Context: an optimization exercise on an open-source flow, tuned for small area. The choices shown serve that exercise and are no tape-out recipe.
Function was checked by simulation only, so behaviour that the tests miss may differ from the original.
Power and IR drop assume default switching activity.

==> flow/design.v <==
module ddr_memory_rtl #(
    parameter ADDR_WIDTH = 4,
    parameter DATA_WIDTH = 32,
    parameter MEM_SIZE   = 16
) (
    input  logic                  clk,
    input  logic                  reset,
    input  logic                  wr,        
    input  logic                  rd,        
    input  logic [ADDR_WIDTH-1:0] addr,      
    input  logic [DATA_WIDTH-1:0] wdata,     
    output logic [DATA_WIDTH-1:0] rdata,     
    output logic                  response
);
  logic [DATA_WIDTH-1:0] mem[0:MEM_SIZE-1];
  logic [DATA_WIDTH-1:0] data_out;
  logic out_enable;
  assign rdata = out_enable ? data_out : '0;
  always_ff @(posedge clk or posedge reset) begin
    if (reset) begin
      for (int i = 0; i < MEM_SIZE; i++) mem[i] <= '0;
      response <= 0;
    end else if (wr) begin
      mem[addr] <= wdata;
      response  <= 1;
    end else begin
      response <= 0;
    end
  end
  always_ff @(posedge clk) begin
    if (rd) begin
      data_out   <= mem[addr];
      out_enable <= 1;
    end else begin
      out_enable <= 0;
    end
  end
endmodule
==> flow/run.sh <==
#!/bin/bash
# synth_recipe.tcl (not shown) runs the flow's synth.tcl, then flattens the netlist and writes it again
# the make line also repeats each setting of config.mk as NAME=value (left out here)
make -C /OpenROAD-flow-scripts/flow DESIGN_CONFIG=/design/flow/config.mk WORK_HOME=/design/flow/orfs CLKGATE_MAP_FILE= SYNTH_SCRIPT=/design/flow/synth_recipe.tcl finish
==> flow/config.mk <==
export PLATFORM = sky130hd
export DESIGN_NAME = ddr_memory_rtl
export DESIGN_NICKNAME = ddr_memory_rtl
export VERILOG_FILES = /design/flow/design.v
export SDC_FILE = /design/flow/constraint.sdc
export NUM_CORES = 4
export LEC_CHECK = 0
export CAP_MARGIN = 20
export CORE_MARGIN = 2
export CORE_UTILIZATION = 40
export SLEW_MARGIN = 20
==> flow/constraint.sdc <==
create_clock -name core_clock -period 4.0 [get_ports {clk}]
set_input_delay 0.8000 -clock core_clock [delete_from_list [all_inputs] [get_ports {clk}]]
set_output_delay 0.8000 -clock core_clock [all_outputs]
set_load 0.01 [all_outputs]
==> impl_metrics.yaml, run 1 <==
synth:
  synth.avg_cell_area_sq_um: 13.3
  ys_seq_elements: 546
  ys.flop_type: "dfrtp_1"
  synth.area.mux_share_pct: 26.2
  synth_cell_types: 43
  synthCells: 1825
  synth_warnings: 2
  synth-adder-area-share_pct: 0
  synth_top_family_by_area: "multiplexers"
  synth_xor_area_share_pct: 0
  synth_edf_count: 32
  synthArstFlopShare_pct: 94.0
  syn_area_sq_um: 24300
  seq_area_frac_synth_pct: 56.9
  synth-simple-area-share_pct: 3.41
  synth_nets: 1865
  synth_compound_area_share_pct: 9.88
worst_hold_path:
  holdPathStages: 1
  hold_class: "reg2reg"
placed_design:
  portBuffers: 72
  routabilityCongestion: 0.804
  pre_cts_ws_ns: 0.302
  placed_cell_area_sq_um: 26100
  dp_hpwl_mm: 42.1
critical_path:
  reg2regPathDepth: 5
  worst_path_max_delay_cell: "dfxtp_2"
  arrival_ns: 2.56
  cp-start-kind: "flip-flop"
  path_class: "reg2out"
  path_cells: "and2_1, clkdlybuf4s50_1"
  end_kind: "output port"
  critPathMaxStageDelay_ns: 0.96
  cp_max_fo: 34
  cp.required_ns: 3.20
clock_tree:
  cts_tree: "done"
  clock-sinks: 546
  postCtsSetupBuffers: 0
  cts_root_buffer: "clkbuf_16"
  cts_resized: 0
  clk_latency_ns: 0.62
  htree_levels: 2
  clockBufferDepth: 3
  cts_buffers: 57
  path_clk_slew_ns: 0.06
  ctsHoldBuffers: 0
route:
  post_drt_wl_per_cell_microns: 25.3
  route.detailed.drc: 0
  drt_first_pass_iters: 5
  wl_met2_mm: 31.7
  wl_met1_mm: 30.6
  met3_wirelength_mm: 4.17
  dr_total_vias: 15700
  drt_iter0_drc: 1078
  drt-total-wl_mm: 68.7
  drt.antenna.violating_nets: 0
  top_layer: "met5"
  via_per_inst: 5.80
pwr:
  p_leak_nw: 11.8
  power.density_nw_per_um2: 541
  ir_drop_mv: 0.318
global_routing:
  overflow: 0
  grt_pass1_vias: 16500
  grt_max_degree: 103
  track_usage_pct: 22.1
  antenna_found_initial: 4
  grt_pass1_wl_mm: 105
timing:
  skew_ns: 0.0127
  setup_slack_ns: 0.641
  setup_violations: 0
  fin_crit_sh_pct: 84.0
  hold_viol_final: 0
  grt_setup_unrepaired: "no"
  layout_min_cycle_time_ns: 3.36
  fmax_ghz: 0.298
  finalMaxSlewViolations: 0
  worst_pin_slew_ns: 1.10
  slew_headroom_pct: 27.0
floorplan:
  ioPinCount: 73
  rows: 90
  core_sq_um: 60200
  dieArea_sq_um: 62700
  initial_utilization_pct: 40.3
  die_h_microns: 250
  die_x_microns: 250
job:
  maxCapViolations: 0
final_layout:
  final_common_cell: "dfrtp_1"
  nNetsFinal: 1923
  layout.area.seq_sq_um: 13800
  area_growth_pct: 15.4
  fillers: 5295
  final_area_sq_um: 28000
  multi_input_area_sq_um: 9710
  layout_common_cells: "513 x dfrtp_1, 487 x mux2_2, 115 x a21oi_1"
  drive_above_1_share_pct: 36.0
  fin_util_pct: 46.5
run_status:
  outcome: "timing/DRC/antenna clean"
[cells in the mapped netlist (4+ instances only)]
cell type  number  share of area, %
dfrtp_1       513                53
mux2_2        487                23
a21oi_1       115               2.4
a22oi_1        98               3.0
buf_2          81               1.7
mux2i_1        57               2.3
o22ai_1        57               1.5
clkbuf_1       52              0.80
nand2_1        41              0.63
nor2_1         40              0.62
and2_1         38              0.98
edfxtp_1       32               4.0
a22o_1         31               1.1
a2111oi_0      29               1.0
inv_1          27              0.42
mux2_1         27               1.3
buf_4          21              0.65
nor2b_1        11              0.28
nand3_1        10              0.21
nor2_2          9              0.23
o21ai_0         7              0.14
a221oi_1        6              0.22
a211oi_1        4              0.12
nor3_1          4             0.082
[critical path, delay by kind of cell, from the launching register on]
family                 cells  cell delay, ns
AND/OR/NAND/NOR            1            0.38
buffers and inverters      1            0.60
flip-flops                 1            0.96
[metrics by stage]
stage	hold slack (ns)	TNS (ns)	power, mW	instances
after global placement	0.461	0	9.74	2606
after floorplan	0.450	-1932.12	9.13	1825
after CTS	0.483	0	15.3	2712
after detailed placement	0.469	0	9.90	2606
final	0.480	0	15.2	2716
after global routing	0.504	0	15.9	2713
[registers in the layout, summed over array words and instances, names as in the netlist]
register	flops
mem	512
data_out	32
out_enable	1
response	1
[path summary, 6_finish.rpt]
kind / end / slack (ns) / startpoint
max: rdata[4] / 0.64 / out_enable
max in group asynchronous: mem[7][25] / 2.36 / reset
min in group asynchronous: mem[9][9] / 0.66 / reset
max reg2reg: data_out[10] / 2.15 / mem[10][10]
min reg2reg: mem[2][31] / 0.48 / mem[2][31]
min: mem[2][31] / 0.48 / mem[2][31]
[cells by family after synthesis]
group / Yosys count
flops: 546
buf+inv: 186
mux: 571
compound gates: 357
simple gates: 165
[layout make-up]
type | count | share of cell area (%)
tap | 782 | 3.49
sequential | 546 | 49.3
antenna | 4 | 0.0357
inverter | 28 | 0.388
multi-input combinational | 1093 | 34.6
clock inverter | 14 | 0.558
clock buffer | 92 | 6.28
timing repair buffer | 157 | 5.31
[power by group]
group | internal [mW] | total [mW] | switching (mW)
registers | 6.85 | 7.48 | 0.631
clock network | 3.18 | 5.37 | 2.18
logic | 1.30 | 2.31 | 1.01
[per-layer routing]
| layer | vias up | GRT usage [%] |
|---|---|---|
| li1 | 6816 | - |
| met4 | 2 | 8.09 |
| met1 | 8333 | 30.5 |
| met3 | 112 | 3.96 |
| met2 | 485 | 35.0 |
| met5 | - | 0 |
==> run 2, diff against run 1 <==
==> flow/design.v (replaced) <==
module ddr_memory_rtl #(
    parameter ADDR_WIDTH = 4,
    parameter DATA_WIDTH = 32,
    parameter MEM_SIZE   = 16
) (
    input  logic                  clk,
    input  logic                  reset,
    input  logic                  wr,        
    input  logic                  rd,        
    input  logic [ADDR_WIDTH-1:0] addr,      
    input  logic [DATA_WIDTH-1:0] wdata,     
    output logic [DATA_WIDTH-1:0] rdata,     
    output logic                  response
);
  logic [DATA_WIDTH-1:0] mem[0:MEM_SIZE-1];
  logic [MEM_SIZE-1:0]   valid;
  logic [DATA_WIDTH-1:0] rd_next;
  always_ff @(posedge clk or posedge reset) begin
    if (reset) begin
      valid    <= '0;
      response <= 1'b0;
    end else begin
      if (wr) valid[addr] <= 1'b1;
      response <= wr;
    end
  end
  always_ff @(posedge clk) begin
    if (wr) mem[addr] <= wdata;
  end
  always_comb begin
    rd_next = '0;
    for (int i = 0; i < MEM_SIZE; i++)
      if (rd && valid[i] && addr == i) rd_next = rd_next | mem[i];
  end
  always_ff @(posedge clk) begin
    rdata <= rd_next;
  end
endmodule
--- a/flow/config.mk
+++ b/flow/config.mk
@@ -7,2 +7,3 @@
 export LEC_CHECK = 0
+export ABC_AREA = 1
 export CAP_MARGIN = 20
@@ -10,2 +11,3 @@
 export CORE_UTILIZATION = 40
+export CTS_BUF_LIST = sky130_fd_sc_hd__clkbuf_4
 export SLEW_MARGIN = 20
==> run 2 against run 1 <==
  * Utilization rose by 0.63 points
  * Critical endpoint is now rdata[12]
  * Maximum frequency is 23% higher
  * Largest cell class unchanged
  * Clock-buffer cell count is 141 higher
  * Combinational power down 57%
  * First-iteration DRC count rose by 25%
  * Non-clock buffer count is 16 lower
  * Sequential share of layout area increased by 11 points
  * Register-to-register slack about the same
==> impl_metrics.yaml, run 2 <==
run_status:
  outcome: "timing/DRC/antenna clean"
pwr:
  p_leak_nw: 10.6
  ir_drop_mv: 0.269
  power.density_nw_per_um2: 483
  power.total_mw: 13.1
critical_path:
  end_kind: "output port"
  path_class: "reg2out"
  path_cells: "clkdlybuf4s50_1"
  cp_top_family: "buffers and inverters"
  cp.required_ns: 3.20
  worst_path_max_delay_cell: "clkdlybuf4s50_1"
  cp_max_fo: 1
  arrival_ns: 1.94
  r2r_slack_ns: 2.15
  critPathMaxStageDelay_ns: 0.57
  cp-start-kind: "flip-flop"
  crit_buf_inv: 1
clock_tree:
  cts_tree: "done"
  ctsHoldBuffers: 0
  clockBufferDepth: 3
  path_clk_slew_ns: 0.07
  cts_root_buffer: "clkbuf_4"
  clock-sinks: 561
  cts_buffers: 149
  cts_resized: 0
  clk_latency_ns: 0.97
  htree_levels: 4
  postCtsSetupBuffers: 0
synth:
  synth_cell_types: 24
  yosysTopAreaCell: "edfxtp_1"
  synth_nets: 2051
  syn_area_sq_um: 23200
  synth_top_area_share_pct: 66.4
  synth_common_cells: "512 x edfxtp_1, 298 x inv_1, 243 x nand2_1, 203 x nor2_1, 192 x nand4_1"
  synth_edf_count: 512
  seq_area_frac_synth_pct: 71.0
  synth.avg_cell_area_sq_um: 11.5
  synthArstFlopShare_pct: 3.03
  synthTopCellsByArea: "edfxtp_1 66%, nand4_1 5.2%, inv_1 4.8%"
  synthMostInstantiatedCell: "edfxtp_1"
  ys.flop_type: "edfxtp_1"
  synthCells: 2006
  synth_warnings: 1
  ys_seq_elements: 561
final_layout:
  final_common_cell: "edfxtp_1"
  instances_no_fill: 3064
  layout_common_cells: "512 x edfxtp_1, 298 x inv_1, 243 x nand2_1"
  drive_above_1_share_pct: 16.1
  largestRegisters: "mem x512, rdata x32, valid x16"
  nNetsFinal: 2224
  area_growth_pct: 17.0
  layout.area.seq_sq_um: 16400
  top_register: "mem"
  fillers: 5256
  multi_input_area_sq_um: 5010
  largest_reg_flops: 512
route:
  post_drt_wl_per_cell_microns: 21.2
  route.detailed.drc: 0
  drt-total-wl_mm: 64.9
  drt_iter0_drc: 1346
  dr_total_vias: 16000
  drt_first_pass_iters: 7
  drt.antenna.violating_nets: 0
  via_per_inst: 5.24
floorplan:
  core_sq_um: 57500
  ioPinCount: 73
  initial_utilization_pct: 40.3
  die_x_microns: 245
  dieArea_sq_um: 59900
  rows: 88
  die_h_microns: 245
timing:
  setup_violations: 0
  fmax_ghz: 0.365
  slew_headroom_pct: 34.6
  worst_pin_slew_ns: 0.982
  grt_setup_unrepaired: "no"
  finalMaxSlewViolations: 0
  layout_min_cycle_time_ns: 2.74
  skew_ns: 0.0601
  fin_crit_sh_pct: 68.6
  hold_viol_final: 0
job:
  maxCapViolations: 0
global_routing:
  antenna_found_initial: 1
  track_usage_pct: 22.0
  grt_pass1_wl_mm: 97.3
  grt_max_degree: 67
  overflow: 0
  grt_pass1_vias: 16200
worst_hold_path:
  hold_class: "in2async"
placed_design:
  portBuffers: 72
  dpl.cell_count: 2793
  routabilityCongestion: 0.805
  dp_hpwl_mm: 37.5
[run 2: kinds of logic (layout without fill, tap and decap cells)]
kind of cell	after synthesis	in the layout	share of synthesized area, %
compound gates	16	16	0.508
xor+xnor	1	1	0.0702
fa+ha+maj	5	5	0.270
buf+inv	432	724	7.86
flops	561	561	71.0
other cells	0	1	0
simple gates	991	991	20.3
[run 2: through the flow]
stage | setup TNS [ns] | util [%] | hold slack, ns | instance area [sq um] | setup WS, ns
floorplan | -20.50 | - | 0.443 | 23200 | -0.0911
global placement | 0 | 43.5 | 0.458 | 25000 | 0.711
detailed placement | 0 | 43.5 | 0.462 | 25000 | 0.685
CTS | 0 | 47.1 | 0.176 | 27100 | 1.11
global route | 0 | 47.2 | 0.255 | 27100 | 1.17
finish | 0 | 47.2 | 0.252 | 27100 | 1.26
[run 2: path summary, 6_finish.rpt]
| path | startpoint | end | cells after the start |
|---|---|---|---|
| max in group asynchronous | reset | valid[15] | 2 |
| min in group core_clock | valid[5] | valid[5] | 1 |
| max | rdata[12] | rdata[12] | 1 |
| min | reset | response | 2 |
| max reg2reg | valid[9] | rdata[31] | 9 |
| min reg2reg | valid[5] | valid[5] | 1 |
[run 2: metal layers]
layer,wire [microns],vias to the layer above,GRT usage (%)
met5,0,-,0
met4,2200,0,10.2
met2,32000,616,36.9
met1,26000,7905,27.0
li1,-,7394,-
met3,4640,126,5.17
[run 2: cell type report]
| cell class | count | area share (%) |
|---|---|---|
| sequential | 561 | 60.7 |
| multi-input combinational | 1013 | 18.5 |
| clock buffer | 233 | 6.45 |
| tap | 765 | 3.53 |
| timing repair buffer | 141 | 5.26 |
| clock inverter | 37 | 1.25 |
| inverter | 313 | 4.34 |
| antenna | 1 | 0.00923 |
[run 2: power breakdown]
group	total, mW	internal (mW)	switching [mW]
Combinational	0.987	0.266	0.720
Clock	5.44	3.10	2.35
Sequential	6.66	6.58	0.0833
==> run 3, diff against run 2 <==
--- a/flow/config.mk
+++ b/flow/config.mk
@@ -7,7 +7,5 @@
 export LEC_CHECK = 0
-export ABC_AREA = 1
 export CAP_MARGIN = 20
 export CORE_MARGIN = 2
-export CORE_UTILIZATION = 40
-export CTS_BUF_LIST = sky130_fd_sc_hd__clkbuf_4
+export CORE_UTILIZATION = 60
 export SLEW_MARGIN = 20
==> run 3 against run 2 <==
  * Still clean on timing, DRC and antenna
  * First-iteration DRC count is 34% lower
  * Sequential cell count unchanged
  * Utilization grew 23 points
  * Wire length is 26% lower
  * Non-clock buffer count decreased by 29
  * Clock power decreased by 8.3%
  * Clock-buffer cell count decreased by 153
  * Critical path depth up 6
  * Worst hold slack improved by 0.22 ns
  * Worst setup slack worse by 0.079 ns
  * Total power fell by 7.2%
  * Highest routed layer is now met5
==> impl_metrics.yaml, run 3 <==
run_status:
  outcome: "timing/DRC/antenna clean"
placed_design:
  routabilityCongestion: 0.829
  dpl.cell_count: 1521
  placed_cell_area_sq_um: 21800
  dp_hpwl_mm: 24.0
  pre_cts_ws_ns: 0.600
  portBuffers: 72
pwr:
  ir_drop_mv: 0.378
  p_int_mw: 9.71
  switchingPower_mw: 2.45
  power.total_mw: 12.2
  p_leak_nw: 7.51
  clkPwrFrac_pct: 41.1
  power.density_nw_per_um2: 516
  power_frac_comb_pct: 4.2
  switching_share_pct: 20.1
  power.share.sequential_pct: 54.7
timing:
  worst_pin_slew_ns: 1.11
  hold_viol_final: 0
  skew_ns: 0.0188
  fmax_ghz: 0.354
  grt_setup_unrepaired: "no"
  fin_setup_tns_ns: 0
  finalMaxSlewViolations: 0
  setup_slack_ns: 1.18
  setup_violations: 0
  fin_crit_sh_pct: 70.5
  slew_headroom_pct: 26.2
  layout_min_cycle_time_ns: 2.82
clock_tree:
  clk_latency_ns: 0.58
  postCtsSetupBuffers: 0
  cts_buffers: 54
  clockBufferDepth: 3
  ctsHoldBuffers: 0
  clock-sinks: 561
  path_clk_slew_ns: 0.06
  cts_root_buffer: "clkbuf_16"
  cts_tree: "done"
  cts_resized: 0
  htree_levels: 2
floorplan:
  die_h_microns: 188
  initial_utilization_pct: 60.8
  rows: 67
  core_sq_um: 33400
  dieArea_sq_um: 35400
  ioPinCount: 73
  die_x_microns: 188
final_layout:
  top_register: "mem"
  final_common_cell: "edfxtp_1"
  largest_reg_flops: 512
  fillers: 2117
  layout_common_cells: "512 x edfxtp_1, 121 x a22o_1, 72 x clkdlybuf4s50_1"
  drive_above_1_share_pct: 17.2
  final_area_sq_um: 23600
  nNetsFinal: 1174
  diodes: 0
  largestRegisters: "mem x512, rdata x32, valid x16"
  instances_no_fill: 1623
  area_growth_pct: 15.8
global_routing:
  overflow: 0
  grt_pass1_vias: 10600
  grt_pass1_wl_mm: 69.9
  grt_max_degree: 33
  antenna_found_initial: 1
  track_usage_pct: 27.6
critical_path:
  reg2reg_from: "valid[3]"
  end_kind: "flip-flop"
  rr_endpoint: "rdata[2]"
  path_class: "in2reg"
  cp-start-kind: "primary input"
  cp_max_fo: 32
  cp.required_ns: 4.50
  startpoint: "addr[1]"
  r2r_slack_ns: 2.17
  reg2regPathDepth: 4
  arrival_ns: 3.32
route:
  drt-total-wl_mm: 47.9
  drt.antenna.violating_nets: 0
  dr_total_vias: 10500
  post_drt_wl_per_cell_microns: 29.5
  drt_iter0_drc: 891
  drt_first_pass_iters: 5
  via_per_inst: 6.49
  route.detailed.drc: 0
synth:
  synthArstFlopShare_pct: 3.03
  seq_area_frac_synth_pct: 80.8
  synth_edf_count: 512
  synthTopCellsByArea: "edfxtp_1 76%, a22o_1 5.2%, a221oi_2 4.1%"
  synth_common_cells: "512 x edfxtp_1, 121 x a22o_1, 66 x a221oi_1, 56 x a221oi_2, 33 x nand4_1"
  synth.avg_cell_area_sq_um: 19.9
  synth_warnings: 1
  yosysTopAreaCell: "edfxtp_1"
  ys_seq_elements: 561
  synth_nets: 1069
  synth_top_area_share_pct: 75.6
  syn_area_sq_um: 20300
  synthCells: 1024
  ys.flop_type: "edfxtp_1"
  synth_cell_types: 46
  synthMostInstantiatedCell: "edfxtp_1"
worst_hold_path:
  min_from: "valid[3]"
  hold_class: "reg2reg"
  hold_end: "valid[3]"
  holdPathStages: 1
job:
  maxCapViolations: 0
==> run 3: worst max path at each step <==
stage | end | slack, ns | depth (start not counted)
after floorplan | mem[12][0] | 0.69 | 5
after global placement | mem[6][26] | 0.61 | 5
after detailed placement | rdata[22] | 0.60 | 6
after CTS | rdata[25] | 1.19 | 6
after global routing | rdata[18] | 0.97 | 8
final | rdata[25] | 1.18 | 7
==> run 3: per-stage QoR <==
stage | utilization [%] | hold slack, ns
after floorplan | - | 0.432
after global placement | 65.2 | 0.452
after detailed placement | 65.2 | 0.458
after CTS | 70.4 | 0.474
after global routing | 70.4 | 0.489
final | 70.4 | 0.475
==> run 3: kinds of logic after synthesis <==
group                      Yosys count  share of synthesized area [%]
adders and majority gates            5                          0.308
and+or+nand+nor                    112                           3.15
DFF                                561                           80.8
buffers and inverters               68                           2.29
AOI/OAI and AO/OA                  278                           13.4
==> run 3: final cells by class <==
class,instances,area (sq um),share of cell area [%]
clock inverters,22,205,0.871
repair buffers,112,1180,5.02
multi-input cells,395,3610,15.3
flip-flops and latches,561,16400,69.8
well taps,448,561,2.38
clock buffers,80,1540,6.55
inverters,5,18.8,0.0797
==> run 3: routing by layer <==
metal | vias up | part of all wire [%] | track usage (%) | wire [microns]
li1 | 4575 | - | - | -
met3 | 71 | 7.2 | 4.77 | 3430
met1 | 5459 | 42 | 39.8 | 20100
met4 | 2 | 1.8 | 6.48 | 877
met2 | 426 | 49 | 44.9 | 23400
met5 | - | 0.027 | 0 | 13
==> run 3: power by group through the flow <==
stage / sequential, mW / combinational [mW] / clock, mW
after floorplan: 6.77 / 0.204 / 0
after global placement: 6.77 / 0.502 / 0
after detailed placement: 6.77 / 0.512 / 0
after CTS: 6.65 / 0.513 / 5.04
after global routing: 6.67 / 0.548 / 5.26
final: 6.65 / 0.510 / 4.99
==> run 3: worst max-delay path: stages <==
cell	delay, ns
clkdlybuf4s50_1	0.65
ha_1	0.32
and2_1	0.17
and3_2	0.93
a22o_1	0.24
a221oi_1	0.05
nand4_1	0.14
==> run 4, diff against run 3 <==
--- a/flow/config.mk
+++ b/flow/config.mk
@@ -9,3 +9,3 @@
 export CORE_MARGIN = 2
-export CORE_UTILIZATION = 60
+export CORE_UTILIZATION = 40
 export SLEW_MARGIN = 20
==> run 4 against run 3 <==
  * Still clean on timing, DRC and antenna
  * Cell count up 14%
  * Worst hold slack got worse by 0.0086 ns
  * Register-to-register slack lost 0.05 ns
  * Critical path depth did not move
  * Area after synthesis is the same
  * Clock-buffer cell count down 3
  * Via count decreased by 0.21%
  * Sequential cell count unchanged
  * Cell area up 1.5%
  * Die area rose by 49%
  * Worst setup slack improved by 0.032 ns
  * Wire length up 2.3%
  * Critical endpoint is now rdata[9]
==> impl_metrics.yaml, run 4 <==
placed_design:
  dp_hpwl_mm: 25.8
  dpl.cell_count: 1746
  portBuffers: 72
  placed_cell_area_sq_um: 22100
  routabilityCongestion: 0.823
pwr:
  p_leak_nw: 7.56
  power.density_nw_per_um2: 513
  ir_drop_mv: 0.343
clock_tree:
  clk_latency_ns: 0.60
  cts_resized: 0
  cts_root_buffer: "clkbuf_16"
  clockBufferDepth: 3
  ctsHoldBuffers: 0
  clock-sinks: 561
  htree_levels: 2
  cts_buffers: 56
  postCtsSetupBuffers: 0
  cts_tree: "done"
  path_clk_slew_ns: 0.06
timing:
  layout_min_cycle_time_ns: 2.79
  finalMaxSlewViolations: 0
  fmax_ghz: 0.358
  fin_crit_sh_pct: 69.7
  slew_headroom_pct: 42.0
  fin_setup_tns_ns: 0
  worst_pin_slew_ns: 0.868
  setup_violations: 0
  grt_setup_unrepaired: "no"
  skew_ns: 0.0224
  hold_viol_final: 0
critical_path:
  reg2regPathDepth: 6
  arrival_ns: 3.32
  startpoint: "addr[1]"
  r2r_slack_ns: 2.12
  cp-start-kind: "primary input"
  reg2reg_from: "valid[13]"
  cp.required_ns: 4.53
  end_kind: "flip-flop"
  rr_endpoint: "rdata[29]"
  cp_max_fo: 20
  path_class: "in2reg"
  critPathCapture: "rdata[9]"
global_routing:
  antenna_found_initial: 1
  overflow: 0
  grt_max_degree: 33
  grtUsageMet2_pct: 29.9
  grt_pass1_wl_mm: 72.9
  use_met1_pct: 26.6
  grt_pass1_vias: 10800
  busiest_layer: "met2"
  gr-usage-met3_pct: 2.93
  track_usage_pct: 18.9
synth:
  synth_nets: 1069
  synth_warnings: 1
  synthMostInstantiatedCell: "edfxtp_1"
  synth_cell_types: 46
  synth_common_cells: "512 x edfxtp_1, 121 x a22o_1, 66 x a221oi_1, 56 x a221oi_2, 33 x nand4_1"
  seq_area_frac_synth_pct: 80.8
  synth.avg_cell_area_sq_um: 19.9
  synthArstFlopShare_pct: 3.03
  ys_seq_elements: 561
  synth_top_area_share_pct: 75.6
  ys.flop_type: "edfxtp_1"
  syn_area_sq_um: 20300
  synth_edf_count: 512
  synthCells: 1024
  yosysTopAreaCell: "edfxtp_1"
  synthTopCellsByArea: "edfxtp_1 76%, a22o_1 5.2%, a221oi_2 4.1%"
floorplan:
  die_x_microns: 230
  dieArea_sq_um: 52700
  core_sq_um: 50200
  rows: 82
  initial_utilization_pct: 40.6
  die_h_microns: 230
  ioPinCount: 73
final_layout:
  top_register: "mem"
  layout.area.seq_sq_um: 16400
  instances_no_fill: 1851
  final_area_sq_um: 23900
  fin_util_pct: 47.7
  final_common_cell: "edfxtp_1"
  largestRegisters: "mem x512, rdata x32, valid x16"
  multi_input_area_sq_um: 3610
  drive_above_1_share_pct: 18.4
  largest_reg_flops: 512
  nNetsFinal: 1177
  layout_common_cells: "512 x edfxtp_1, 121 x a22o_1, 72 x clkdlybuf4s50_1"
  area_growth_pct: 17.6
  fillers: 4087
route:
  drt-total-wl_mm: 49.0
  drt_iter0_drc: 1027
  drt_first_pass_iters: 5
  via_per_inst: 5.68
  drt.antenna.violating_nets: 0
  route.detailed.drc: 0
  post_drt_wl_per_cell_microns: 26.4
  dr_total_vias: 10500
job:
  maxCapViolations: 0
run_status:
  outcome: "timing/DRC/antenna clean"
worst_hold_path:
  hold_class: "reg2reg"
## run 4: metal layers
layer	vias to the layer above	routed length, microns	part of all wire [%]
met4	0	1290	2.6
met1	5507	21700	44
li1	4592	-	-
met3	82	2760	5.6
met5	-	0	0
met2	330	23200	47
## run 4: stage by stage
step	hold WS, ns	power (mW)	setup slack [ns]
final	0.466	12.3	1.21
after global routing	0.484	12.6	1.08
after floorplan	0.432	6.98	0.687
after CTS	0.471	12.4	1.26
after detailed placement	0.458	7.30	0.627
after global placement	0.452	7.29	0.501
## run 4: cell families after synthesis
logic type	synth area share, %
buffers and inverters	2.29
AND/OR/NAND/NOR	3.15
adder cells (fa/ha/maj)	0.308
flip-flops	80.8
AO/OA/AOI/OAI	13.4
## run 4: how the worst min path moves through the flow
| stage | startpoint | to | slack [ns] | depth (start not counted) |
|---|---|---|---|---|
| global route | mem[15][0] | rdata[0] | 0.48 | 2 |
| detailed placement | mem[10][15] | rdata[15] | 0.46 | 2 |
| finish | mem[15][0] | rdata[0] | 0.47 | 2 |
| floorplan | valid[6] | valid[6] | 0.43 | 1 |
| global placement | valid[11] | valid[11] | 0.45 | 1 |
| CTS | mem[5][0] | rdata[0] | 0.47 | 2 |
## run 4: cell type report
type                            count  share of cell area [%]
Inverter                            5                  0.0785
Multi-Input combinational cell    395                    15.1
Sequential cell                   561                    68.7
Timing Repair Buffer              113                    5.03
Clock buffer                       77                    6.53
Antenna cell                        1                  0.0105
Clock inverter                     27                   0.994
Tap cell                          672                    3.51
## run 4: critical path: stages
cell and delay, ns:
clkdlybuf4s50_1 0.64, ha_1 0.33, and2_1 0.17, and4_2 0.71
buf_4 0.38, a221oi_1 0.14, nand4_1 0.12
## run 4: report_power, final
group / internal [mW] / switching [mW] / total [mW]
registers: 6.58 / 0.0804 / 6.66
clock network: 2.93 / 2.16 / 5.09
logic: 0.211 / 0.301 / 0.511
==> run 5, diff against run 4 <==
--- a/flow/config.mk
+++ b/flow/config.mk
@@ -10,2 +10,4 @@
 export CORE_UTILIZATION = 40
+export CTS_BUF_LIST = sky130_fd_sc_hd__clkbuf_8
+export CTS_CLUSTER_SIZE = 20
 export SLEW_MARGIN = 20
==> run 5 against run 4 <==
  * Largest cell class unchanged
  * Total power fell by 5.3%
  * Clock-buffer cell count rose by 17
  * Sequential power barely moved
  * Highest routed layer unchanged
  * Synthesized cell count did not move
  * Critical path depth did not move
  * Still clean
==> impl_metrics.yaml, run 5 <==
run_status:
  outcome: "timing/DRC/antenna clean"
final_layout:
  nNetsFinal: 1211
  area_growth_pct: 16.8
  largestRegisters: "mem x512, rdata x32, valid x16"
  final_common_cell: "edfxtp_1"
  top_register: "mem"
  largest_reg_flops: 512
  drive_above_1_share_pct: 20.1
  layout_common_cells: "512 x edfxtp_1, 121 x a22o_1, 94 x clkbuf_8"
critical_path:
  worst_path_max_delay_cell: "and4_2"
  path_class: "in2reg"
  cp-start-kind: "primary input"
  startpoint: "addr[1]"
  reg2reg_from: "valid[13]"
  crit_cells: 7
  path_cells: "clkdlybuf4s50_1, ha_1, and2_1, and4_2, buf_4, a221oi_1, nand4_1"
  end_kind: "flip-flop"
  cp.required_ns: 4.59
  critPathMaxStageDelay_ns: 0.70
  crit_buf_inv: 2
  r2r_slack_ns: 2.10
  reg2regPathDepth: 6
  cp_max_fo: 20
  arrival_ns: 3.31
  cp_top_family: "buffers and inverters"
global_routing:
  track_usage_pct: 19.1
  antenna_found_initial: 1
  grt_max_degree: 33
  grt_pass1_wl_mm: 73.2
  grt_pass1_vias: 11000
  overflow: 0
synth:
  synth_edf_count: 512
  ys_seq_elements: 561
  synthTopCellsByArea: "edfxtp_1 76%, a22o_1 5.2%, a221oi_2 4.1%"
  seq_area_frac_synth_pct: 80.8
  synth_top_area_share_pct: 75.6
  synth_cell_types: 46
  ys.flop_type: "edfxtp_1"
  synthArstFlopShare_pct: 3.03
  syn_area_sq_um: 20300
  yosysTopAreaCell: "edfxtp_1"
  synth.avg_cell_area_sq_um: 19.9
  synth_nets: 1069
  synth_common_cells: "512 x edfxtp_1, 121 x a22o_1, 66 x a221oi_1, 56 x a221oi_2, 33 x nand4_1"
  synth_warnings: 1
  synthMostInstantiatedCell: "edfxtp_1"
  synthCells: 1024
route:
  drt_first_pass_iters: 5
  drt_iter0_drc: 972
  drt-total-wl_mm: 49.4
  via_per_inst: 5.60
  dr_total_vias: 10700
  route.detailed.drc: 0
  post_drt_wl_per_cell_microns: 25.9
  drt.antenna.violating_nets: 0
job:
  maxCapViolations: 0
floorplan:
  initial_utilization_pct: 40.6
  die_x_microns: 230
  die_h_microns: 230
  core_sq_um: 50200
  dieArea_sq_um: 52700
  ioPinCount: 73
  rows: 82
clock_tree:
  path_clk_slew_ns: 0.06
  postCtsSetupBuffers: 0
  htree_levels: 3
  clockBufferDepth: 3
  cts_root_buffer: "clkbuf_8"
  cts_resized: 0
  clk_latency_ns: 0.66
  cts_tree: "done"
  clock-sinks: 561
  cts_buffers: 90
  ctsHoldBuffers: 0
timing:
  skew_ns: 0.0321
  hold_viol_final: 0
  fin_setup_tns_ns: 0
  setup_slack_ns: 1.28
  fmax_ghz: 0.367
  layout_min_cycle_time_ns: 2.72
  grt_setup_unrepaired: "no"
  finalMaxSlewViolations: 0
  setup_violations: 0
  worst_pin_slew_ns: 0.867
  fin_crit_sh_pct: 68.1
  hold_ws_ns: 0.468
  slew_headroom_pct: 42.1
worst_hold_path:
  holdPathStages: 2
  hold_class: "reg2reg"
  min_from: "mem[15][5]"
pwr:
  power.density_nw_per_um2: 489
  p_leak_nw: 7.64
  power.total_mw: 11.6
  ir_drop_mv: 0.294
placed_design:
  portBuffers: 72
  routabilityCongestion: 0.823
  dp_hpwl_mm: 25.8
  pre_cts_ws_ns: 0.627
[run 5: cell counts after synthesis]
Identical to the previous run, type by type.
[run 5: report_power, final]
part / switching (mW) / internal, mW / total, mW
combinational: 0.301 / 0.211 / 0.511
clock: 2.18 / 2.25 / 4.44
sequential: 0.0808 / 6.59 / 6.67
[run 5: area by class of cell]
class	count	area (sq um)
fill	4150	26400
inverter	5	18.8
tap	672	841
clock buffer	94	1290
antenna	1	2.50
multi-input combinational	395	3610
sequential	561	16400
timing repair buffer	113	1200
clock inverter	69	338
[run 5: kinds of logic (layout without fill, tap and decap cells)]
logic type | count (synthesis) | after routing | synth area share (%)
adder cells (fa/ha/maj) | 5 | 5 | 0.308
AO/OA/AOI/OAI | 278 | 278 | 13.4
other | 0 | 1 | 0
AND/OR/NAND/NOR | 112 | 112 | 3.15
flip-flops | 561 | 561 | 80.8
buffers and inverters | 68 | 281 | 2.29
[run 5: worst paths after layout]
kind / endpoint
max in group asynchronous: valid[15]
min in group asynchronous: valid[4]
setup / recovery: rdata[9]
hold reg to reg: rdata[5]
hold / removal: rdata[5]
setup reg to reg: rdata[29]
[run 5: stage by stage]
stage               instance area (sq um)  utilization [%]  instances
floorplan                           20300                -       1024
global placement                    22100             44.1       1746
finish                              23800             47.3       1910
CTS                                 23800             47.3       1909
global route                        23800             47.3       1910
detailed placement                  22100             44.1       1746
[run 5: layer usage]
metal / GRT usage, % / routed length (microns) / share of wire [%] / vias up
li1: - / - / - / 4665
met1: 26.3 / 21900 / 44 / 5599
met2: 30.1 / 23500 / 48 / 351
met3: 4.05 / 2840 / 5.8 / 88
met4: 6.35 / 1190 / 2.4 / 0
met5: 0 / 0 / 0 / -
[run 5: worst register-to-register path: stages (launching register included)]
cell	delay [ns]
dfrtp_1	0.35
nand3_1	0.14
nor2_4	0.70
buf_4	0.33
a22o_1	0.17
a221oi_2	0.04
nand4_1	0.11
==> run 6, diff against run 5 <==
--- a/flow/config.mk
+++ b/flow/config.mk
@@ -9,5 +9,6 @@
 export CORE_MARGIN = 2
-export CORE_UTILIZATION = 40
-export CTS_BUF_LIST = sky130_fd_sc_hd__clkbuf_8
-export CTS_CLUSTER_SIZE = 20
+export CORE_UTILIZATION = 60
+export CTS_BUF_LIST = sky130_fd_sc_hd__clkbuf_16
+export CTS_CLUSTER_DIAMETER = 60
+export CTS_CLUSTER_SIZE = 34
 export SLEW_MARGIN = 20
==> run 6 against run 5 <==
  * Total power shrank 3.0%
  * Synthesized cell count unchanged
  * Global-route usage grew 8.3 points
  * Wire length decreased by 3.7%
  * Sequential share of layout area grew 1.9 points
  * Largest power group unchanged
  * Area after synthesis stayed put
  * Maximum frequency fell by 4.8%
  * Register-to-register slack improved by 0.06 ns
  * Still clean on timing, DRC and antenna
==> impl_metrics.yaml, run 6 <==
clock_tree:
  cts_root_buffer: "clkbuf_16"
  htree_levels: 2
  clockBufferDepth: 3
  clock-sinks: 561
  cts_buffers: 37
  cts_tree: "done"
  path_clk_slew_ns: 0.08
  clk_latency_ns: 0.55
  cts_resized: 0
  ctsHoldBuffers: 0
  postCtsSetupBuffers: 0
floorplan:
  die_h_microns: 188
  die_x_microns: 188
  core_sq_um: 33400
  rows: 67
  initial_utilization_pct: 60.8
  ioPinCount: 73
  dieArea_sq_um: 35400
final_layout:
  layout.area.seq_sq_um: 16400
  largest_reg_flops: 512
  multi_input_area_sq_um: 3610
  area_growth_pct: 13.6
  fillers: 2162
  drive_above_1_share_pct: 16.9
  layout_common_cells: "512 x edfxtp_1, 121 x a22o_1, 72 x clkdlybuf4s50_1"
  fin_util_pct: 69.1
  top_register: "mem"
  nNetsFinal: 1157
  diodes: 0
  largestRegisters: "mem x512, rdata x32, valid x16"
  final_common_cell: "edfxtp_1"
worst_hold_path:
  hold_class: "reg2reg"
  hold_end: "valid[3]"
  min_from: "valid[3]"
  holdPathStages: 1
synth:
  synth_top_area_share_pct: 75.6
  synth_common_cells: "512 x edfxtp_1, 121 x a22o_1, 66 x a221oi_1, 56 x a221oi_2, 33 x nand4_1"
  ys.flop_type: "edfxtp_1"
  synthMostInstantiatedCell: "edfxtp_1"
  synth_edf_count: 512
  ys_seq_elements: 561
  seq_area_frac_synth_pct: 80.8
  synthTopCellsByArea: "edfxtp_1 76%, a22o_1 5.2%, a221oi_2 4.1%"
  synth.avg_cell_area_sq_um: 19.9
  synth_warnings: 1
  syn_area_sq_um: 20300
  synthCells: 1024
  synth_cell_types: 46
  synth_nets: 1069
  yosysTopAreaCell: "edfxtp_1"
  synthArstFlopShare_pct: 3.03
pwr:
  power.share.sequential_pct: 59.0
  p_int_mw: 8.84
  clkPwrFrac_pct: 36.5
  power_frac_comb_pct: 4.5
  p_leak_nw: 7.31
  power.density_nw_per_um2: 487
  switchingPower_mw: 2.43
  ir_drop_mv: 0.501
  switching_share_pct: 21.5
  power.total_mw: 11.3
critical_path:
  rr_endpoint: "rdata[10]"
  cp.required_ns: 4.47
  path_cells: "clkdlybuf4s50_1, ha_1, and2_1, and3_2, a22o_1, a221oi_1, nand4_1"
  end_kind: "flip-flop"
  arrival_ns: 3.33
  cp_max_fo: 32
  r2r_slack_ns: 2.16
  reg2regPathDepth: 4
  path_class: "in2reg"
  cp-start-kind: "primary input"
  worst_path_max_delay_cell: "and3_2"
  critPathMaxStageDelay_ns: 0.95
  reg2reg_from: "valid[2]"
timing:
  grt_setup_unrepaired: "no"
  slew_headroom_pct: 25.1
  fin_setup_tns_ns: 0
  fmax_ghz: 0.350
  fin_crit_sh_pct: 71.5
  finalMaxSlewViolations: 0
  hold_viol_final: 0
  skew_ns: 0.0237
  setup_violations: 0
  worst_pin_slew_ns: 1.12
  layout_min_cycle_time_ns: 2.86
route:
  route.detailed.drc: 0
  dr_total_vias: 10500
  drt_first_pass_iters: 5
  drt-total-wl_mm: 47.6
  via_per_inst: 6.60
  drt.antenna.violating_nets: 0
  drt_iter0_drc: 1084
  post_drt_wl_per_cell_microns: 30.0
global_routing:
  grt_max_degree: 33
  overflow: 0
  grt_pass1_vias: 10400
  grt_pass1_wl_mm: 69.4
  antenna_found_initial: 1
  track_usage_pct: 27.4
  gr-usage-met3_pct: 3.35
  use_met1_pct: 40.4
  busiest_layer: "met2"
  grtUsageMet2_pct: 44.9
placed_design:
  portBuffers: 72
  routabilityCongestion: 0.829
  dp_hpwl_mm: 24.0
job:
  maxCapViolations: 0
run_status:
  outcome: "timing/DRC/antenna clean"
run 6: changes by cell type in the layout (fill, tap and decap cells not counted), moves of 4 or more:
cell,change
inv_1,-27
clkinv_1,-15
inv_6,+4
clkbuf_8,-94
clkinv_2,-14
clkbuf_16,+37
run 6: how the worst max path moves through the flow:
stage | startpoint | slack, ns | to
finish | addr[1] | 1.14 | rdata[26]
CTS | addr[1] | 1.15 | rdata[26]
floorplan | addr[0] | 0.69 | mem[12][0]
detailed placement | addr[3] | 0.60 | rdata[22]
global route | addr[0] | 0.98 | rdata[18]
global placement | addr[3] | 0.61 | mem[6][26]
run 6: cell families after synthesis:
family,synth area share [%]
flops,80.8
compound gates,13.4
simple gates,3.15
buf+inv,2.29
fa+ha+maj,0.308
run 6: final cells by class:
type / instances / share of cell area, %
flip-flops and latches: 561 / 71.1
multi-input cells: 395 / 15.6
repair buffers: 112 / 5.12
clock buffers: 37 / 4.01
well taps: 448 / 2.43
clock inverters: 28 / 1.61
inverters: 5 / 0.0812
run 6: power by group through the flow:
stage	sequential (mW)	combinational (mW)	clock [mW]
5_1_grt	6.66	0.548	4.36
3_3_place_gp	6.77	0.502	0
4_1_cts	6.64	0.513	4.16
2_1_floorplan	6.77	0.204	0
3_5_place_dp	6.77	0.512	0
6_report	6.64	0.510	4.11
run 6: critical path, delay by kind of cell:
family / cells / cell delay, ns
simple gates: 3 / 1.24
compound gates: 2 / 0.30
fa+ha+maj: 1 / 0.32
buf+inv: 1 / 0.64
run 6: per-stage QoR:
stage / hold slack, ns / setup WS (ns) / std cells / area [sq um]
3_3_place_gp: 0.452 / 0.612 / 1521 / 21800
3_5_place_dp: 0.458 / 0.600 / 1521 / 21800
4_1_cts: 0.480 / 1.15 / 1586 / 23100
2_1_floorplan: 0.432 / 0.687 / 1024 / 20300
5_1_grt: 0.494 / 0.985 / 1586 / 23100
6_report: 0.478 / 1.14 / 1586 / 23100
run 6: routing by layer:
metal	part of all wire, %	vias to the layer above	routed length, microns
met2	49	404	23300
met4	1.9	2	908
li1	-	4519	-
met3	6.3	70	3000
met1	43	5471	20300
met5	0.027	-	13
==> run 7, diff against run 6 <==
--- a/flow/config.mk
+++ b/flow/config.mk
@@ -11,4 +11,3 @@
 export CTS_BUF_LIST = sky130_fd_sc_hd__clkbuf_16
-export CTS_CLUSTER_DIAMETER = 60
-export CTS_CLUSTER_SIZE = 34
+export CTS_CLUSTER_SIZE = 25
 export SLEW_MARGIN = 20
==> run 7 against run 6 <==
  * Global-route usage grew 0.23 points
  * Clock power grew 19%
  * Sequential share of layout area shrank 1.3 points
  * Synthesized cell count is the same
  * Cell count grew 2.3%
  * Critical path depth shrank 1
  * Area after synthesis is the same
  * Worst hold slack lost 0.0038 ns
  * Via count is essentially flat
  * Clock-buffer cell count grew 20
  * Sequential cell count is the same
  * Critical path type unchanged
==> impl_metrics.yaml, run 7 <==
final_layout:
  instances_no_fill: 1623
  top_register: "mem"
  nNetsFinal: 1174
  largestRegisters: "mem x512, rdata x32, valid x16"
  area_growth_pct: 15.7
  drive_above_1_share_pct: 16.9
  fillers: 2126
  largest_reg_flops: 512
  diodes: 0
  layout_common_cells: "512 x edfxtp_1, 121 x a22o_1, 72 x clkdlybuf4s50_1"
  final_area_sq_um: 23500
  final_common_cell: "edfxtp_1"
route:
  post_drt_wl_per_cell_microns: 29.4
  via_per_inst: 6.45
  drt_iter0_drc: 974
  dr_total_vias: 10500
  drt.antenna.violating_nets: 0
  route.detailed.drc: 0
  drt_first_pass_iters: 5
  drt-total-wl_mm: 47.8
placed_design:
  dpl.cell_count: 1521
  placed_cell_area_sq_um: 21800
  portBuffers: 72
  dp_hpwl_mm: 24.0
  routabilityCongestion: 0.829
synth:
  synthTopCellsByArea: "edfxtp_1 76%, a22o_1 5.2%, a221oi_2 4.1%"
  synthMostInstantiatedCell: "edfxtp_1"
  yosysTopAreaCell: "edfxtp_1"
  synth_nets: 1069
  ys_seq_elements: 561
  synth.avg_cell_area_sq_um: 19.9
  seq_area_frac_synth_pct: 80.8
  ys.flop_type: "edfxtp_1"
  synth_top_area_share_pct: 75.6
  synth_edf_count: 512
  synth_common_cells: "512 x edfxtp_1, 121 x a22o_1, 66 x a221oi_1, 56 x a221oi_2, 33 x nand4_1"
  synthArstFlopShare_pct: 3.03
  synthCells: 1024
  synth_cell_types: 46
  synth_warnings: 1
  syn_area_sq_um: 20300
global_routing:
  antenna_found_initial: 1
  track_usage_pct: 27.6
  grt_pass1_vias: 10600
  grt_max_degree: 33
  overflow: 0
  grt_pass1_wl_mm: 69.9
clock_tree:
  ctsHoldBuffers: 0
  postCtsSetupBuffers: 0
  htree_levels: 2
  cts_tree: "done"
  clockBufferDepth: 3
  clock-sinks: 561
  cts_resized: 0
  cts_root_buffer: "clkbuf_16"
  path_clk_slew_ns: 0.06
  clk_latency_ns: 0.58
  cts_buffers: 54
timing:
  skew_ns: 0.0194
  fin_crit_sh_pct: 70.7
  hold_viol_final: 0
  slew_headroom_pct: 25.9
  fmax_ghz: 0.354
  grt_setup_unrepaired: "no"
  layout_min_cycle_time_ns: 2.83
  setup_violations: 0
  fin_setup_tns_ns: 0
  finalMaxSlewViolations: 0
  worst_pin_slew_ns: 1.11
floorplan:
  dieArea_sq_um: 35400
  die_x_microns: 188
  rows: 67
  die_h_microns: 188
  ioPinCount: 73
  core_sq_um: 33400
  initial_utilization_pct: 60.8
critical_path:
  worst_path_max_delay_cell: "clkdlybuf4s50_1"
  crit_buf_inv: 1
  cp_top_family: "buffers and inverters"
  cp.required_ns: 4.43
  path_class: "in2reg"
  arrival_ns: 3.26
  cp_max_fo: 32
  r2r_slack_ns: 2.16
  end_kind: "flip-flop"
  cp-start-kind: "primary input"
  path_cells: "clkdlybuf4s50_1, nor2_1, and3_2, a22o_1, a221oi_1, nand4_1"
  critPathMaxStageDelay_ns: 0.95
pwr:
  ir_drop_mv: 0.379
  p_leak_nw: 7.58
  power.total_mw: 12.0
  power.density_nw_per_um2: 512
run_status:
  outcome: "timing/DRC/antenna clean"
job:
  maxCapViolations: 0
worst_hold_path:
  hold_class: "reg2reg"
-- run 7: cell counts after synthesis --
No cell type changed its count.
-- run 7: final cells by class --
type                            instances  area [sq um]  share of cell area (%)
Inverter                                5          18.8                  0.0798
Tap cell                              448           561                    2.38
Clock buffer                           57          1430                    6.06
Sequential cell                       561         16400                    69.9
Multi-Input combinational cell        395          3610                    15.3
Timing Repair Buffer                  112          1180                    5.03
Clock inverter                         45           292                    1.24
-- run 7: cell families after synthesis --
kind of cell	count (synthesis)	share of synthesized area (%)
fa+ha+maj	5	0.308
compound gates	278	13.4
buf+inv	68	2.29
simple gates	112	3.15
flops	561	80.8
-- run 7: per-layer routing --
layer,GRT usage [%],part of all wire [%]
met3,4.77,7.0
met5,0,0.027
met1,39.7,42
met2,44.9,49
met4,6.48,1.9
-- run 7: worst register-to-register path, delay by kind of cell (launching register included) --
kind | cells | cell delay, ns
AO/OA/AOI/OAI | 2 | 0.63
AND/OR/NAND/NOR | 2 | 0.69
flip-flops | 1 | 0.37
-- run 7: worst paths after layout --
path | startpoint | to | depth (start not counted)
max | addr[3] | rdata[2] | 6
min | valid[3] | valid[3] | 1
max reg2reg | valid[3] | rdata[2] | 4
min reg2reg | valid[3] | valid[3] | 1
max in group asynchronous | reset | valid[9] | 2
min in group asynchronous | reset | valid[11] | 2
-- run 7: per-stage QoR --
stage	worst slack (ns)	hold slack, ns	util [%]
after detailed placement	0.600	0.458	65.2
after floorplan	0.687	0.432	-
final	1.17	0.475	70.4
after global placement	0.612	0.452	65.2
after CTS	1.19	0.474	70.4
after global routing	0.968	0.489	70.4
-- run 7: power by group --
part	internal, mW	switching [mW]	total (mW)
Clock	2.81	2.07	4.88
Combinational	0.209	0.301	0.510
Sequential	6.58	0.0693	6.65
Total	9.60	2.44	12.0
==> run 8, diff against run 7 <==
--- a/flow/config.mk
+++ b/flow/config.mk
@@ -11,3 +11,4 @@
 export CTS_BUF_LIST = sky130_fd_sc_hd__clkbuf_16
-export CTS_CLUSTER_SIZE = 25
+export CTS_CLUSTER_DIAMETER = 100
+export CTS_CLUSTER_SIZE = 30
 export SLEW_MARGIN = 20
==> run 8 against run 7 <==
  * Area after synthesis unchanged
  * Cell count down 3.8%
  * Synthesized cell count unchanged
  * Sequential cell count unchanged
  * Clock power down 44%
  * Total power down 18%
  * Worst setup slack worse by 0.017 ns
  * Critical endpoint is now mem[4][29]
  * Largest power group unchanged
==> impl_metrics.yaml, run 8 <==
pwr:
  power.density_nw_per_um2: 440
  p_leak_nw: 7.05
  ir_drop_mv: 0.400
  power.total_mw: 9.87
synth:
  synth_common_cells: "512 x edfxtp_1, 121 x a22o_1, 66 x a221oi_1, 56 x a221oi_2, 33 x nand4_1"
  synth_top_area_share_pct: 75.6
  ys_seq_elements: 561
  synth_edf_count: 512
  synth_cell_types: 46
  synth.avg_cell_area_sq_um: 19.9
  synthTopCellsByArea: "edfxtp_1 76%, a22o_1 5.2%, a221oi_2 4.1%"
  seq_area_frac_synth_pct: 80.8
  synth_nets: 1069
  yosysTopAreaCell: "edfxtp_1"
  synthCells: 1024
  synthArstFlopShare_pct: 3.03
  synth_warnings: 1
  ys.flop_type: "edfxtp_1"
  syn_area_sq_um: 20300
  synthMostInstantiatedCell: "edfxtp_1"
route:
  drt_first_pass_iters: 5
  drt_iter0_drc: 974
  dr_total_vias: 10300
  post_drt_wl_per_cell_microns: 30.1
  drt-total-wl_mm: 46.9
  drt.antenna.violating_nets: 0
  route.detailed.drc: 0
  via_per_inst: 6.58
floorplan:
  initial_utilization_pct: 60.8
  core_sq_um: 33400
  dieArea_sq_um: 35400
  die_h_microns: 188
  die_x_microns: 188
  ioPinCount: 73
  rows: 67
timing:
  grt_setup_unrepaired: "no"
  skew_ns: 0.0293
  setup_violations: 0
  layout_min_cycle_time_ns: 2.85
  finalMaxSlewViolations: 0
  fin_setup_tns_ns: 0
  worst_pin_slew_ns: 1.13
  hold_ws_ns: 0.488
  fmax_ghz: 0.351
  hold_viol_final: 0
  slew_headroom_pct: 24.8
  fin_crit_sh_pct: 71.1
critical_path:
  path_class: "in2reg"
  end_kind: "flip-flop"
  path_cells: "clkdlybuf4s50_1, inv_1, nand2_1, nor2_4, buf_4"
  critPathMaxStageDelay_ns: 0.81
  cp-start-kind: "primary input"
  cp_max_fo: 24
  arrival_ns: 3.04
  worst_path_max_delay_cell: "clkdlybuf4s50_1"
  r2r_slack_ns: 2.16
  cp.required_ns: 4.20
global_routing:
  track_usage_pct: 26.9
  antenna_found_initial: 1
  grt_pass1_wl_mm: 68.4
  overflow: 0
  grt_pass1_vias: 10200
  grt_max_degree: 33
clock_tree:
  postCtsSetupBuffers: 0
  cts_root_buffer: "clkbuf_16"
  path_clk_slew_ns: 0.11
  cts_buffers: 22
  htree_levels: 1
  ctsHoldBuffers: 0
  clockBufferDepth: 3
  clk_latency_ns: 0.57
  cts_resized: 0
  clock-sinks: 561
  cts_tree: "done"
final_layout:
  nNetsFinal: 1142
  largest_reg_flops: 512
  area_growth_pct: 10.4
  final_common_cell: "edfxtp_1"
  fin_util_pct: 67.1
  largestRegisters: "mem x512, rdata x32, valid x16"
  layout_common_cells: "512 x edfxtp_1, 121 x a22o_1, 72 x clkdlybuf4s50_1"
  top_register: "mem"
  diodes: 0
  fillers: 2230
  drive_above_1_share_pct: 14.0
job:
  maxCapViolations: 0
placed_design:
  portBuffers: 72
  routabilityCongestion: 0.829
  dp_hpwl_mm: 24.0
run_status:
  outcome: "timing/DRC/antenna clean"
worst_hold_path:
  hold_class: "reg2reg"
-- run 8: changes by cell type in the layout (fill, tap and decap cells not counted), sizes merged --
| cell | previous run | this run |
|---|---|---|
| inv | 25 | 21 |
| clkinvlp | 4 | 0 |
| bufinv | 4 | 0 |
| clkbuf | 57 | 23 |
| clkinv | 17 | 1 |
-- run 8: cells by family after synthesis --
kind of cell,synth area share [%]
flops,80.8
compound gates,13.4
simple gates,3.15
buf+inv,2.29
fa+ha+maj,0.308
-- run 8: critical path: cells and delay by family --
family / cells / cell delay [ns]
buf+inv: 3 / 1.58
simple gates: 2 / 0.64
-- run 8: stage by stage --
stage          setup WS [ns]  instance area, sq um  instances
3_3_place_gp           0.612                 21800       1521
6_report                1.15                 22500       1561
5_1_grt                0.998                 22500       1561
2_1_floorplan          0.687                 20300       1024
4_1_cts                 1.18                 22500       1561
3_5_place_dp           0.600                 21800       1521
-- run 8: final timing paths --
check	from	to	cells after the start
hold / removal	mem[15][4]	rdata[4]	2
min in group asynchronous	reset	valid[15]	2
setup / recovery	addr[3]	mem[4][29]	5
max in group asynchronous	reset	valid[4]	2
hold reg to reg	mem[15][4]	rdata[4]	2
setup reg to reg	valid[2]	rdata[10]	4
-- run 8: cell type report --
cell class              count  area (sq um)  share of cell area (%)
clock buffers              23           576                    2.56
clock inverters            17          68.8                   0.306
inverters                   5          18.8                  0.0836
multi-input cells         395          3610                    16.1
flip-flops and latches    561         16400                    73.2
well taps                 448           561                    2.50
repair buffers            112          1180                    5.27
-- run 8: report_power, final --
| part | internal [mW] | switching, mW |
|---|---|---|
| logic | 0.209 | 0.301 |
| clock network | 1.06 | 1.66 |
| registers | 6.57 | 0.0682 |
| total | 7.85 | 2.03 |
-- run 8: layer usage --
| layer | share of wire (%) | global-route usage, % | vias up |
|---|---|---|---|
| li1 | - | - | 4469 |
| met5 | 0.023 | 0 | - |
| met3 | 5.9 | 2.83 | 53 |
| met2 | 49 | 44.6 | 356 |
| met4 | 1.8 | 4.88 | 2 |
| met1 | 43 | 39.9 | 5389 |
==> run 9, diff against run 8 <==
--- a/flow/design.v
+++ b/flow/design.v
@@ -16,3 +16,11 @@
   logic [MEM_SIZE-1:0]   valid;
+  logic [MEM_SIZE-1:0]   we;
+  logic [MEM_SIZE-1:0]   sel;
   logic [DATA_WIDTH-1:0] rd_next;
+  always_comb begin
+    for (int i = 0; i < MEM_SIZE; i++) begin
+      we[i]  = wr && addr == ADDR_WIDTH'(i);
+      sel[i] = rd && valid[i] && addr == ADDR_WIDTH'(i);
+    end
+  end
   always_ff @(posedge clk or posedge reset) begin
@@ -22,3 +30,3 @@
     end else begin
-      if (wr) valid[addr] <= 1'b1;
+      valid    <= valid | we;
       response <= wr;
@@ -27,3 +35,4 @@
   always_ff @(posedge clk) begin
-    if (wr) mem[addr] <= wdata;
+    for (int i = 0; i < MEM_SIZE; i++)
+      if (we[i]) mem[i] <= wdata;
   end
@@ -32,3 +41,3 @@
     for (int i = 0; i < MEM_SIZE; i++)
-      if (rd && valid[i] && addr == i) rd_next = rd_next | mem[i];
+      rd_next = rd_next | (mem[i] & {DATA_WIDTH{sel[i]}});
   end
==> run 9 against run 8 <==
  * Still clean
  * Register-to-register slack worse by 0.17 ns
  * Clock skew shrank 0.015 ns
  * Clock power about the same
  * Cell count is 1.3% lower
  * Sequential share of layout area is 2.1 points higher
  * Largest power group unchanged
==> impl_metrics.yaml, run 9 <==
run_status:
  outcome: "timing/DRC/antenna clean"
final_layout:
  layout_common_cells: "512 x edfxtp_1, 113 x a22o_1, 107 x a221oi_1"
  drive_above_1_share_pct: 10.5
  largest_reg_flops: 512
  nNetsFinal: 1123
  top_register: "mem"
  final_common_cell: "edfxtp_1"
  fillers: 2194
  diodes: 0
  fin_util_pct: 67.3
  area_growth_pct: 10.7
  largestRegisters: "mem x512, rdata x32, valid x16"
route:
  route.detailed.drc: 0
  drt-total-wl_mm: 45.9
  post_drt_wl_per_cell_microns: 29.8
  met3_wirelength_mm: 3.27
  wl_met1_mm: 19.6
  dr_total_vias: 10300
  drt_first_pass_iters: 5
  via_per_inst: 6.67
  drt_iter0_drc: 1228
  drt.antenna.violating_nets: 0
  wl_met2_mm: 22.0
  top_layer: "met4"
floorplan:
  rows: 66
  die_x_microns: 185
  dieArea_sq_um: 34300
  ioPinCount: 73
  initial_utilization_pct: 60.8
  core_sq_um: 32500
  die_h_microns: 185
synth:
  synth_top_area_share_pct: 77.9
  synthCells: 1010
  synth_edf_count: 512
  synth_cell_types: 34
  synth.avg_cell_area_sq_um: 19.5
  synth_common_cells: "512 x edfxtp_1, 113 x a22o_1, 107 x a221oi_1, 41 x nand4_1, 34 x buf_2"
  ys.flop_type: "edfxtp_1"
  synth_warnings: 2
  seq_area_frac_synth_pct: 83.3
  synthTopCellsByArea: "edfxtp_1 78%, a22o_1 5.0%, a221oi_1 4.8%"
  yosysTopAreaCell: "edfxtp_1"
  syn_area_sq_um: 19700
  ys_seq_elements: 561
  synth_nets: 1050
  synthMostInstantiatedCell: "edfxtp_1"
  synthArstFlopShare_pct: 3.03
worst_hold_path:
  min_from: "valid[1]"
  hold_end: "valid[1]"
  holdPathStages: 1
  hold_class: "reg2reg"
timing:
  setup_violations: 0
  fin_crit_sh_pct: 70.9
  fin_setup_tns_ns: 0
  worst_pin_slew_ns: 0.953
  slew_headroom_pct: 36.4
  grt_setup_unrepaired: "no"
  fmax_ghz: 0.353
  hold_ws_ns: 0.469
  layout_min_cycle_time_ns: 2.84
  skew_ns: 0.0140
  hold_viol_final: 0
  finalMaxSlewViolations: 0
clock_tree:
  clock-sinks: 561
  ctsHoldBuffers: 0
  htree_levels: 1
  path_clk_slew_ns: 0.11
  postCtsSetupBuffers: 0
  cts_tree: "done"
  clockBufferDepth: 3
  cts_buffers: 22
  cts_root_buffer: "clkbuf_16"
  cts_resized: 0
  clk_latency_ns: 0.56
placed_design:
  routabilityCongestion: 0.818
  dp_hpwl_mm: 24.4
  portBuffers: 72
critical_path:
  cp.required_ns: 4.50
  worst_path_max_delay_cell: "and3_2"
  path_class: "in2reg"
  path_cells: "clkdlybuf4s50_1, nor2_1, and3_2, buf_4, a22o_1, a221oi_1, nand4_1"
  rr_endpoint: "rdata[5]"
  arrival_ns: 3.33
  crit_buf_inv: 2
  critPathMaxStageDelay_ns: 0.89
  reg2regPathDepth: 4
  cp_max_fo: 30
  cp-start-kind: "primary input"
  r2r_slack_ns: 1.99
  cp_top_family: "simple AND/OR/NAND/NOR gates"
  end_kind: "flip-flop"
  reg2reg_from: "valid[3]"
pwr:
  p_leak_nw: 6.88
  ir_drop_mv: 0.395
  power.density_nw_per_um2: 449
global_routing:
  grt_pass1_wl_mm: 67.2
  grt_pass1_vias: 10200
  track_usage_pct: 27.5
  grt_max_degree: 34
  overflow: 0
  antenna_found_initial: 1
job:
  maxCapViolations: 0
-- run 9: changes by cell type after synthesis, moves of 9 or more --
cell	previous run	this run
a221oi_1	66	107
or2_2	1	16
buf_6	22	6
and3_1	3	12
a22oi_1	11	24
nor3_1	0	9
nor2_1	25	13
o21bai_1	14	0
clkbuf_1	10	22
a221oi_2	56	0
-- run 9: cell type report --
type	instances	area, sq um	area share [%]
clock inverter	17	71.3	0.327
timing repair buffer	113	1120	5.11
clock buffer	23	576	2.64
tap	442	553	2.53
inverter	1	3.75	0.0172
sequential	561	16400	75.3
multi-input combinational	384	3080	14.1
-- run 9: power by group --
group	total (mW)	internal, mW	leakage, nW	switching [mW]
Sequential	6.63	6.57	5.06	0.0609
Combinational	0.461	0.189	1.45	0.272
Clock	2.72	1.07	0.375	1.66
Total	9.81	7.82	6.88	1.99
-- run 9: kinds of logic (layout without fill, tap and decap cells) --
kind of cell           Yosys count  after routing  synth area share, %
AND/OR/NAND/NOR                133            133                 3.98
flip-flops                     561            561                 83.3
buffers and inverters           65            154                 1.70
AO/OA/AOI/OAI                  251            251                 11.0
-- run 9: worst max path at each step --
stage / from / slack (ns) / cells after the start / endpoint
global placement: addr[0] / 0.65 / 6 / rdata[5]
detailed placement: addr[0] / 0.63 / 8 / rdata[22]
finish: addr[1] / 1.16 / 7 / rdata[3]
floorplan: addr[3] / -0.79 / 3 / mem[0][0]
global route: rd / 1.08 / 6 / rdata[17]
CTS: addr[0] / 1.22 / 8 / rdata[15]
-- run 9: worst register-to-register path: cells and delay by family, from the launching register on --
| kind | cells | cell delay, ns |
|---|---|---|
| AOI/OAI and AO/OA | 1 | 0.32 |
| DFF | 1 | 0.41 |
| and+or+nand+nor | 3 | 1.15 |
-- run 9: routing by layer --
metal	GRT usage, %	up-vias
li1	-	4404
met1	40.7	5339
met2	44.4	461
met3	3.48	70
met4	6.44	0
met5	0	-
-- run 9: per-stage QoR --
| step | setup WS, ns | std cells | instance area, sq um | total power [mW] |
|---|---|---|---|---|
| final | 1.16 | 1541 | 21800 | 9.81 |
| after global routing | 1.08 | 1541 | 21800 | 10.1 |
| after CTS | 1.22 | 1541 | 21800 | 9.84 |
| after detailed placement | 0.626 | 1501 | 21200 | 7.22 |
| after global placement | 0.648 | 1501 | 21200 | 7.21 |
| after floorplan | -0.786 | 1010 | 19700 | 6.93 |

port drivers added, routing unchanged:
No port has a modelled driver above. Below, the same layouts with a new extraction and two added sets of constraints. Step 1 assumes that a clkbuf_16 drives the clock port and a buf_2 every other input. Step 2 adds t to the input delays and takes it off the output delays; t is the mean of the earliest and latest rising clock arrival at the registers after step 1. Input paths then give back, and output paths get back, about the clock's delay inside the block. a / b / c = ideal ports / drivers / drivers and shift; a / b = the first two.
| run | t (ns) | setup WS [ns] | clock arrival spread, ns |
|---|---|---|---|
| run 1 | 0.667 | 0.641 / 0.583 / 0.246 | 0.017 / 0.017 |
| run 2 | 0.992 | 1.258 / 1.205 / 0.636 | 0.063 / 0.063 |
| run 3 | 0.621 | 1.179 / 1.203 / 0.582 | 0.020 / 0.020 |
| run 4 | 0.641 | 1.210 / 1.242 / 0.601 | 0.023 / 0.023 |
| run 5 | 0.695 | 1.275 / 1.302 / 0.608 | 0.035 / 0.035 |
| run 6 | 0.587 | 1.139 / 1.165 / 0.578 | 0.031 / 0.031 |
| run 7 | 0.620 | 1.172 / 1.198 / 0.578 | 0.020 / 0.020 |
| run 8 | 0.609 | 1.155 / 1.182 / 0.574 | 0.034 / 0.033 |
| run 9 | 0.611 | 1.163 / 1.195 / 0.584 | 0.019 / 0.020 |
After both steps setup and hold are still met in every run listed. The setup slack of run 5, which loses most, moves by +0.027 ns with the drivers and by -0.667 ns with both steps.
